This is an optimization exercise on Yosys and OpenROAD, whose aim is small area, not a production implementation.
The RTL was checked by simulation tests, not by an equivalence proof against the original design.

==> design/flow/design.v <==
`timescale 1ns / 1ps
`default_nettype none
module fixed_inv_sqrt_newton #(
  parameter int FRAC_BITS = 32,
  parameter int ADDR_BITS = 8
) (
  input wire                          clk,
  input wire                          rst_n,
  input wire                          in_valid,
  input wire signed [FRAC_BITS-1:0]   in_x,
  output logic                        out_valid,
  output logic signed [FRAC_BITS-1:0] out_y
);
  localparam int ROM_SIZE = 1 << ADDR_BITS;
  localparam signed [FRAC_BITS:0] THREE_HALVES = $signed({1'b0,32'd3} <<< (FRAC_BITS-2));  
  function automatic signed [FRAC_BITS-1:0] fixed_mul_q1(
    input signed [FRAC_BITS-1:0] a,
    input signed [FRAC_BITS-1:0] b
  );
    logic signed [2*FRAC_BITS-1:0] prod;
    begin
        prod = a * b;
        fixed_mul_q1 = prod[2*FRAC_BITS-2 : FRAC_BITS-1];
    end
  endfunction
  wire [FRAC_BITS-2:0] x_mag = in_x[FRAC_BITS-2:0];
  wire [ADDR_BITS-1:0] lut_idx = x_mag[FRAC_BITS-2 : FRAC_BITS-1-ADDR_BITS];
  logic signed [FRAC_BITS-1:0] inv_rom [0:ROM_SIZE-1];
  initial begin
    $readmemh("inv_sqrt_rom.mem", inv_rom);
  end  
  logic [4:0] v_pipe; 
  logic signed [FRAC_BITS-1:0] s1_x;
  logic signed [FRAC_BITS-1:0] s1_y0;
  logic signed [FRAC_BITS-1:0] s2_x;
  logic signed [FRAC_BITS-1:0] s2_y0;
  logic signed [FRAC_BITS-1:0] s2_y0_sq;
  logic signed [FRAC_BITS-1:0] s3_y0;
  logic signed [FRAC_BITS-1:0] s3_t;
  logic signed [FRAC_BITS:0] wide_1_5;
  logic signed [FRAC_BITS:0] wide_8_t;
  logic signed [FRAC_BITS:0] wide_factor;
  assign wide_1_5 = THREE_HALVES;
  logic signed [FRAC_BITS-1:0] s4_y0;
  logic signed [FRAC_BITS:0] s4_factor;
  logic signed [2*FRAC_BITS:0] s5_prod;
  logic signed [2*FRAC_BITS:0] final_prod;
  always_ff @(posedge clk or negedge rst_n) begin
    if (!rst_n) begin
      v_pipe <= '0;
      s1_x <= '0; s1_y0 <= '0;
      s2_x <= '0; s2_y0 <= '0; s2_y0_sq <= '0;
      s3_y0 <= '0; s3_t <= '0;
      s4_y0 <= '0; s4_factor <= '0;
      wide_8_t <= '0; wide_factor <= '0;
      final_prod <= '0;  
      out_valid <= 0;
      out_y <= 0;
    end else begin
      v_pipe[0] <= in_valid;
      if (in_valid) begin
         s1_x  <= in_x;
         s1_y0 <= inv_rom[lut_idx];  
      end
      v_pipe[1] <= v_pipe[0];
      if (v_pipe[0]) begin
         s2_x     <= s1_x;
         s2_y0    <= s1_y0;
         s2_y0_sq <= fixed_mul_q1(s1_y0, s1_y0);  
      end
      v_pipe[2] <= v_pipe[1];
      if (v_pipe[1]) begin
         s3_y0 <= s2_y0;
         s3_t  <= fixed_mul_q1(s2_x, s2_y0_sq);  
      end
      v_pipe[3] <= v_pipe[2];
      if (v_pipe[2]) begin
         s4_y0 <= s3_y0;
         wide_8_t = {s3_t[FRAC_BITS-1], s3_t} <<<3 ;  
         wide_factor = wide_1_5 - wide_8_t;
         s4_factor <= wide_factor; 
      end
      v_pipe[4] <= v_pipe[3];
      if (v_pipe[3]) begin
        s5_prod <= s4_y0 * s4_factor;
      end
      out_valid <= v_pipe[4];
      if (v_pipe[4]) begin
        if (|s5_prod[2*FRAC_BITS : 2*FRAC_BITS-2]) out_y <= '0;
        else out_y <= s5_prod[2*FRAC_BITS-2+1:FRAC_BITS-1];
      end    
    end
  end
endmodule
`default_nettype wire
`timescale 1ns / 1ps
`default_nettype none
module fixed_norm3 #(
    parameter int FRAC_BITS = 32
) (
    input  wire                        clk,
    input  wire                        rst_n,
    input  wire                        in_valid,
    input  wire signed [FRAC_BITS-1:0] in_x,
    input  wire signed [FRAC_BITS-1:0] in_y,
    input  wire signed [FRAC_BITS-1:0] in_z,
    output logic                       out_valid,
    output logic signed [FRAC_BITS-1:0] out_x,
    output logic signed [FRAC_BITS-1:0] out_y,
    output logic signed [FRAC_BITS-1:0] out_z
);
    function automatic signed [FRAC_BITS-1:0]
    fixed_mul_q1(input signed [FRAC_BITS-1:0] a,
                 input signed [FRAC_BITS-1:0] b);
        logic signed [2*FRAC_BITS-1:0] prod;
        begin
            prod = a * b;
            fixed_mul_q1 = prod[2*FRAC_BITS-2 : FRAC_BITS-1];
        end
    endfunction
    logic                        v0, v1;
    logic signed [FRAC_BITS-1:0] x0, y0, z0;
    logic signed [FRAC_BITS-1:0] xx, yy, zz;  
    logic signed [FRAC_BITS:0] len2_s1;  
    logic signed [FRAC_BITS-1:0] x_pipe[0:7];
    logic signed [FRAC_BITS-1:0] y_pipe[0:7];
    logic signed [FRAC_BITS-1:0] z_pipe[0:7];
    logic                        inv_valid;
    logic signed [FRAC_BITS-1:0] inv_len;
    fixed_inv_sqrt_newton #(
        .FRAC_BITS(FRAC_BITS),
        .ADDR_BITS(8)
    ) u_inv_len (
        .clk      (clk),
        .rst_n    (rst_n),
        .in_valid (v1),
        .in_x     (len2_s1[FRAC_BITS-1:0]),
        .out_valid(inv_valid),
        .out_y    (inv_len)
    );
    always_ff @(posedge clk or negedge rst_n) begin
      if (rst_n==0) begin
        v0 <= 1'b0; v1 <= 1'b0;
        x0 <= '0;  y0 <= '0;  z0 <= '0;
        xx <= '0;  yy <= '0;  zz <= '0;
        len2_s1 <= '0;
        for (int i = 0; i < 8; i++) begin
          x_pipe[i] <= '0;
          y_pipe[i] <= '0;
          z_pipe[i] <= '0;
        end
        out_valid <= 1'b0;
        out_x     <= '0; out_y <= '0; out_z <= '0;
      end else begin
        v0 <= in_valid;
        if (in_valid) begin
          x0 <= in_x;
          y0 <= in_y;
          z0 <= in_z;
          x_pipe[0] <= in_x;
          y_pipe[0] <= in_y;
          z_pipe[0] <= in_z;
        end
        v1 <= v0;
        if (v0) begin
          xx = fixed_mul_q1(x0, x0);
          yy = fixed_mul_q1(y0, y0);
          zz = fixed_mul_q1(z0, z0);
          len2_s1 <= xx + yy + zz;
        end
        for (int i = 1; i < 8; i++) begin
          x_pipe[i] <= x_pipe[i-1];
          y_pipe[i] <= y_pipe[i-1];
          z_pipe[i] <= z_pipe[i-1];
        end
        out_valid <= inv_valid;
        if (inv_valid) begin
            out_x <= (fixed_mul_q1(x_pipe[7], inv_len))<<<2;
            out_y <= (fixed_mul_q1(y_pipe[7], inv_len))<<<2;
            out_z <= (fixed_mul_q1(z_pipe[7], inv_len))<<<2;
        end
      end
    end
endmodule
`default_nettype wire
==> design/flow/inv_sqrt_rom.mem <==
7fffff29
7fffff29
7fffff29
7fffff29
7fffff29
7fffff29
7fffff29
7fffff29
7fffff29
7fffff29
7fffff29
7fffff29
7fffff29
7fffff29
7fffff29
7fffff29
7e0bb220
7a64336b
77099efa
73f1f68c
7114f643
6e6bb6e9
6bf06761
699e16d0
67708af9
65641fae
6375ad15
61a2731f
5fe808fc
5e444fae
5cb56711
5b39a4c7
59cf8cbb
5875cade
572b2de0
55eea2c3
54bf311a
539bf7cc
52842a5e
51770e8f
5073fa4f
4f7a5201
4e8986e9
4da115d9
4cc08604
4be767f5
4b1554a6
4a49ecb3
4984d7a4
48c5c34a
480c6331
4758701c
46a9a793
45ffcb80
455aa1ca
44b9f40b
441d8f3b
43854373
42f0e3ae
4260458d
41d3412a
4149b0e4
40c3713a
404060a1
3fc05f61
3f434f76
3ec91474
3e519367
3ddcb2bd
3d6a5a31
3cfa72b2
3c8ce650
3c21a02f
3bb88c6d
3b51981c
3aecb12e
3a89c668
3a28c759
39c9a44a
396c4e38
3910b6c7
38b6d037
385e8d61
3807e1a9
37b2c0fc
375f1fc3
370cf2e1
36bc2faa
366ccbe1
361ebdac
35d1fb95
35867c83
353c37b5
34f324bf
34ab3b82
3464742f
341ec73d
33da2d6c
33969fb9
33541765
33128deb
32d1fcff
32925e8e
3253acba
3215e1d5
31d8f862
319ceb15
3161b4cb
3127508e
30edb98e
30b4eb24
307ce0cf
3045962f
300f070b
2fd92f47
2fa40aea
2f6f9617
2f3bcd11
2f08ac35
2ed62ffe
2ea454fe
2e7317e3
2e427572
2e126a89
2de2f41a
2db40f2f
2d85b8e6
2d57ee72
2d2aad18
2cfdf234
2cd1bb2e
2ca60585
2c7acec6
2c501490
2c25d492
2bfc0c88
2bd2ba3f
2ba9db93
2b816e6c
2b5970c0
2b31e092
2b0abbf3
2ae400ff
2abdaddd
2a97c0c0
2a7237e8
2a4d119e
2a284c35
2a03e60a
29dfdd87
29bc311a
2998df40
2975e67b
29534556
2930fa68
290f044c
28ed61a6
28cc1123
28ab1178
288a615e
2869ff98
2849eaf0
282a2235
280aa43d
27eb6fe6
27cc8411
27addfa8
278f819a
277168db
27539465
27360336
2718b455
26fba6ca
26ded9a4
26c24bf6
26a5fcd9
2689eb6a
266e16c9
26527e1d
2637208f
261bfd4e
2601138b
25e6627d
25cbe95e
25b1a76b
25979be6
257dc614
2564253d
254ab8ad
25317fb4
251879a3
24ffa5d1
24e70396
24ce924d
24b65157
249e4013
24865de8
246eaa3b
24572477
243fcc08
2428a05e
2411a0ea
23facd20
23e42477
23cda667
23b7526c
23a12803
238b26ac
23754de9
235f9d3d
234a142e
2334b245
231f770b
230a620c
22f572d7
22e0a8fa
22cc0407
22b78392
22a3272f
228eee75
227ad8fd
2266e660
2253163b
223f682a
222bdbcc
221870c1
220526ab
21f1fd2d
21def3ed
21cc0a8f
21b940bb
21a6961b
21940a57
21819d1b
216f4e15
215d1cf1
214b095f
2139130e
212739b1
21157cfa
2103dc9d
20f2584e
20e0efc3
20cfa2b4
20be70d7
20ad59e7
209c5d9d
208b7bb5
207ab3e9
206a05f8
2059719f
2048f69d
203894b1
20284b9d
20181b21
20080301
==> design/flow/run.sh <==
#!/bin/bash
# synth_recipe.tcl (not shown) runs the flow's synth.tcl, then flattens the netlist and writes it again
# the make line also repeats each setting of config.mk as NAME=value (left out here)
make -C /OpenROAD-flow-scripts/flow DESIGN_CONFIG=/design/flow/config.mk WORK_HOME=/design/flow/orfs CLKGATE_MAP_FILE= SYNTH_SCRIPT=/design/flow/synth_recipe.tcl finish
==> design/flow/config.mk <==
export PLATFORM = sky130hd
export DESIGN_NAME = fixed_norm3
export DESIGN_NICKNAME = fixed_norm3
export VERILOG_FILES = /design/flow/design.v
export SDC_FILE = /design/flow/constraint.sdc
export NUM_CORES = 4
export LEC_CHECK = 0
export CAP_MARGIN = 20
export CORE_MARGIN = 2
export CORE_UTILIZATION = 40
export SLEW_MARGIN = 20
export SYNTH_MEMORY_MAX_BITS = 16384
==> design/flow/constraint.sdc <==
create_clock -name core_clock -period 20.0 [get_ports {clk}]
set_input_delay 4.0000 -clock core_clock [delete_from_list [all_inputs] [get_ports {clk}]]
set_output_delay 4.0000 -clock core_clock [all_outputs]
set_load 0.01 [all_outputs]
==> run notes <==
## cell type report
type                            count  area share (%)
Timing Repair Buffer              718            1.67
Clock buffer                      217            1.31
Sequential cell                  1245            8.87
Multi-Input combinational cell  22000            73.6
Clock inverter                     91           0.279
Inverter                         9751            10.3
Tap cell                        11200            3.93
Antenna cell                       26          0.0183
## layer usage
| metal | share of wire [%] | up-vias | wire (µm) |
|---|---|---|---|
| li1 | - | 97400 | - |
| met4 | 5.4 | 46 | 56900 |
| met3 | 7.8 | 2172 | 81800 |
| met1 | 40 | 123000 | 418000 |
| met2 | 47 | 9093 | 493000 |
| met5 | 0.027 | - | 287 |
## critical path, delay by kind of cell (launching register included)
kind,cells,cell delay [ns]
compound gates,11,3.79
buf+inv,4,1.16
flops,1,0.33
fa+ha+maj,11,5.16
xor+xnor,2,0.50
simple gates,8,2.27
## logic make-up after synthesis
logic type,after synthesis,synth area share (%)
buffers and inverters,11400,12.8
adders and majority gates,10700,60.1
and+or+nand+nor,8526,11.6
AOI/OAI and AO/OA,1877,3.60
DFF,1245,9.33
xor gates and xnor gates,501,1.31
muxes,391,1.33
other,1,0.00112
## cell usage in the layout (no fill, tap or decap), drive strengths merged, types with 180 or more instances in the layout
cell and count:
nand2 5130, nor2 548, clkbuf 217, xnor2 357, and2 1990, dfrtp 1211, mux2 368, buf 531
ha 1785, o21ai 425, inv 9754, fa 8962, a21o 222, nand2b 180, clkdlybuf4s50 187, a21oi 532
## registers in the layout, summed over array words and instances (netlist names), 31 cells and up
| name | flops |
|---|---|
| len2_s1 | 32 |
| u_inv_len.out_y | 32 |
| u_inv_len.s1_x | 32 |
| u_inv_len.s1_y0 | 31 |
| u_inv_len.s2_x | 32 |
| u_inv_len.s2_y0 | 31 |
| u_inv_len.s2_y0_sq | 32 |
| u_inv_len.s3_y0 | 31 |
| u_inv_len.s4_y0 | 31 |
| u_inv_len.s5_prod | 34 |
| x0 | 32 |
| x_pipe | 224 |
| y_pipe | 256 |
| z0 | 32 |
| z_pipe | 224 |
## worst min-delay path by stage
stage,startpoint,endpoint,slack [ns]
global route,z_pipe[5][17]$_DFF_PN0_,z_pipe[6][17]$_DFF_PN0_,0.28
detailed placement,x_pipe[6][23]$_DFF_PN0_,x_pipe[7][23]$_DFF_PN0_,0.33
CTS,z_pipe[3][4]$_DFF_PN0_,z_pipe[4][4]$_DFF_PN0_,0.25
floorplan,x_pipe[1][0]$_DFF_PN0_,x_pipe[2][0]$_DFF_PN0_,0.33
global placement,x_pipe[6][5]$_DFF_PN0_,x_pipe[7][5]$_DFF_PN0_,0.33
finish,z_pipe[3][4]$_DFF_PN0_,z_pipe[4][4]$_DFF_PN0_,0.27
## through the flow
| step | setup slack (ns) | util [%] |
|---|---|---|
| CTS | 6.66 | 42.5 |
| finish | 6.62 | 42.5 |
| floorplan | 9.22 | - |
| global route | 6.11 | 42.5 |
| detailed placement | 6.73 | 41.8 |
| global placement | 6.81 | 41.8 |
==> key figures <==
Worst setup path
  – Setup crit end kind: flop
  – Reg-to-reg slack, setup: 6.62 ns
  – CP dominant cell by count: fa_1
  – CP max stage cell: a41oi_1
  – Path depth of the worst reg2reg path: 36
  – Max stage delay on crit path: 0.98 ns
  – Worst Setup EP: len2_s1[31]$_DFFE_PN0P_
  – Reg2reg start: z0[17]$_DFFE_PN0P_
  – Worst path required time: 20.82 ns
  – Crit-path max FO: 26
  – Startpoint Class: flop
  – Crit Path Category: flop to flop
  – CP Launch Point: z0[17]$_DFFE_PN0P_
  – Crit path arrival time: 14.20 ns
  – Reg2reg end: len2_s1[31]$_DFFE_PN0P_

Routing
  – Final wirelength: 1050 mm
  – Initial DRC count: 17,000
  – Via-to-Cell Ratio: 5.13
  – Routed len/inst: 23.2 µm
  – # DRC: 0
  – Vias post-DR: 232,000
  – DRT Pass-1 Iters: 6
  – Post-DRT Antenna Nets: 0

Clock tree
  – Root buf cell: clkbuf_16
  – Clock Latency Late Sink: 0.99 ns
  – Post-CTS Resized: 0
  – CTS buffer count: 169
  – Clock-pin slew on the worst setup and hold paths: 0.07 ns
  – CTS Sinks: 1,245
  – CTS Buffer Depth: 4
  – CTS tree: built
  – Buffer count from post-CTS setup fixing: 0
  – Post-cts hold buffer count: 0
  – CTS HTree Levels: 4

Floorplan
  – IO Count: 196
  – Vert. Die Dim: 920 µm
  – Die area: 847,000 µm²
  – Placeable Area: 837,000 µm²
  – Initial Util: 40.1%
  – Die W: 920 µm
  – Row count: 336

STA
  – Final hold vios: 0
  – Final setup viols: 0
  – Slew @ Worst Pin: 1.20 ns
  – Max Fclk: 74.7 MHz
  – Hold_ws: 0.267 ns
  – Clock Skew: 0.0934 ns
  – Final period util: 66.9%
  – Setup TNS: 0 ns
  – Tmin final: 13.38 ns
  – RSZ-0062 raised after global routing: false
  – Headroom to the max-slew limit: 18.9%
  – Final max-slew violation count: 0

Synth
  – Yosys cell types: 103
  – Syn avg cell area: 9.68 µm²
  – Ys flop type: dfrtp_1
  – Post-synthesis sequential area ratio: 9.33%
  – Cell with the most instances after synthesis: inv_1
  – Mapped Area: 336,000 µm²
  – Asr flop ratio synth: 97.3%
  – Synth top cells by count: 9,723 x inv_1, 8,962 x fa_1, 5,130 x nand2_1
  – Cells after Synth: 34,700
  – Largest area contributor in the netlist: fa_1
  – Synth Register Bits: 1,245
  – Synth warnings: 8
  – EDFF count, synth: 34
  – Area share of the largest cell type after synthesis: 53.4%
  – Area contributors post-synth: fa_1 53%, inv_1 11%, dfrtp_1 9.0%, ha_1 6.7%, nand2_1 5.7%

Final layout
  – Cell area after layout: 355,000 µm²
  – Filler cell count: 80,900
  – Share of layout cells above drive strength 1: 4.11%
  – Area of the multi-input gates: 262,000 µm²
  – Fin nets: 44,800
  – Count of non-filler cells in the finished layout: 45,300
  – Layout area overhead: 5.87%
  – FF/Latch Area: 31,500 µm²

Placement
  – Area after DPL: 350,000 µm²
  – Gpl congestion: 0.962
  – I/O Buffers: 189
  – Post-Place Cells: 44,900
  – HPWL after DPL: 815 mm

GRT
  – Met3 global-route usage: 4.62%
  – Met2 Use GR: 41.7%
  – Vias in the first global route: 264,000
  – All-Layer GR Usage: 25.4%
  – GR Overflow Total: 0
  – Maximum number of pins on one net before global-route repair: 168
  – Most Crowded Layer GR: met2
  – GR Util met1: 33.1%
  – First-pass GRT wire length: 1630 mm
  – Initial antenna violation count: 91

Hold path
  – Worst hold path type: flop to flop
  – Hold path depth: 0

Flow run
  – Max Cap Viol: 0

Outcome
  – Status: complete, no violations

==> afterwards: timing with drivers on the ports <==
The results above use ideal ports. As a check the final layout listed here was re-extracted and re-timed, cells and wires unchanged. Step 1 assumes that a clkbuf_16 drives the clock port and a buf_2 every other input. Step 2, shift: input delay + t, output delay - t, t = (earliest + latest rising clock arrival at the registers) / 2. This alone moves slack from input paths to output paths. a / b / c = no drivers / after step 1 / after step 2; a / b = the first two.
shift t [ns]: 1.087
setup WS [ns]: 6.621 / 6.621 / 6.621
worst setup path after step 2: register to register
After both steps this run still meets setup and hold. The setup slack of this run moves by 0.000 ns with the drivers and by 0.000 ns with both steps.
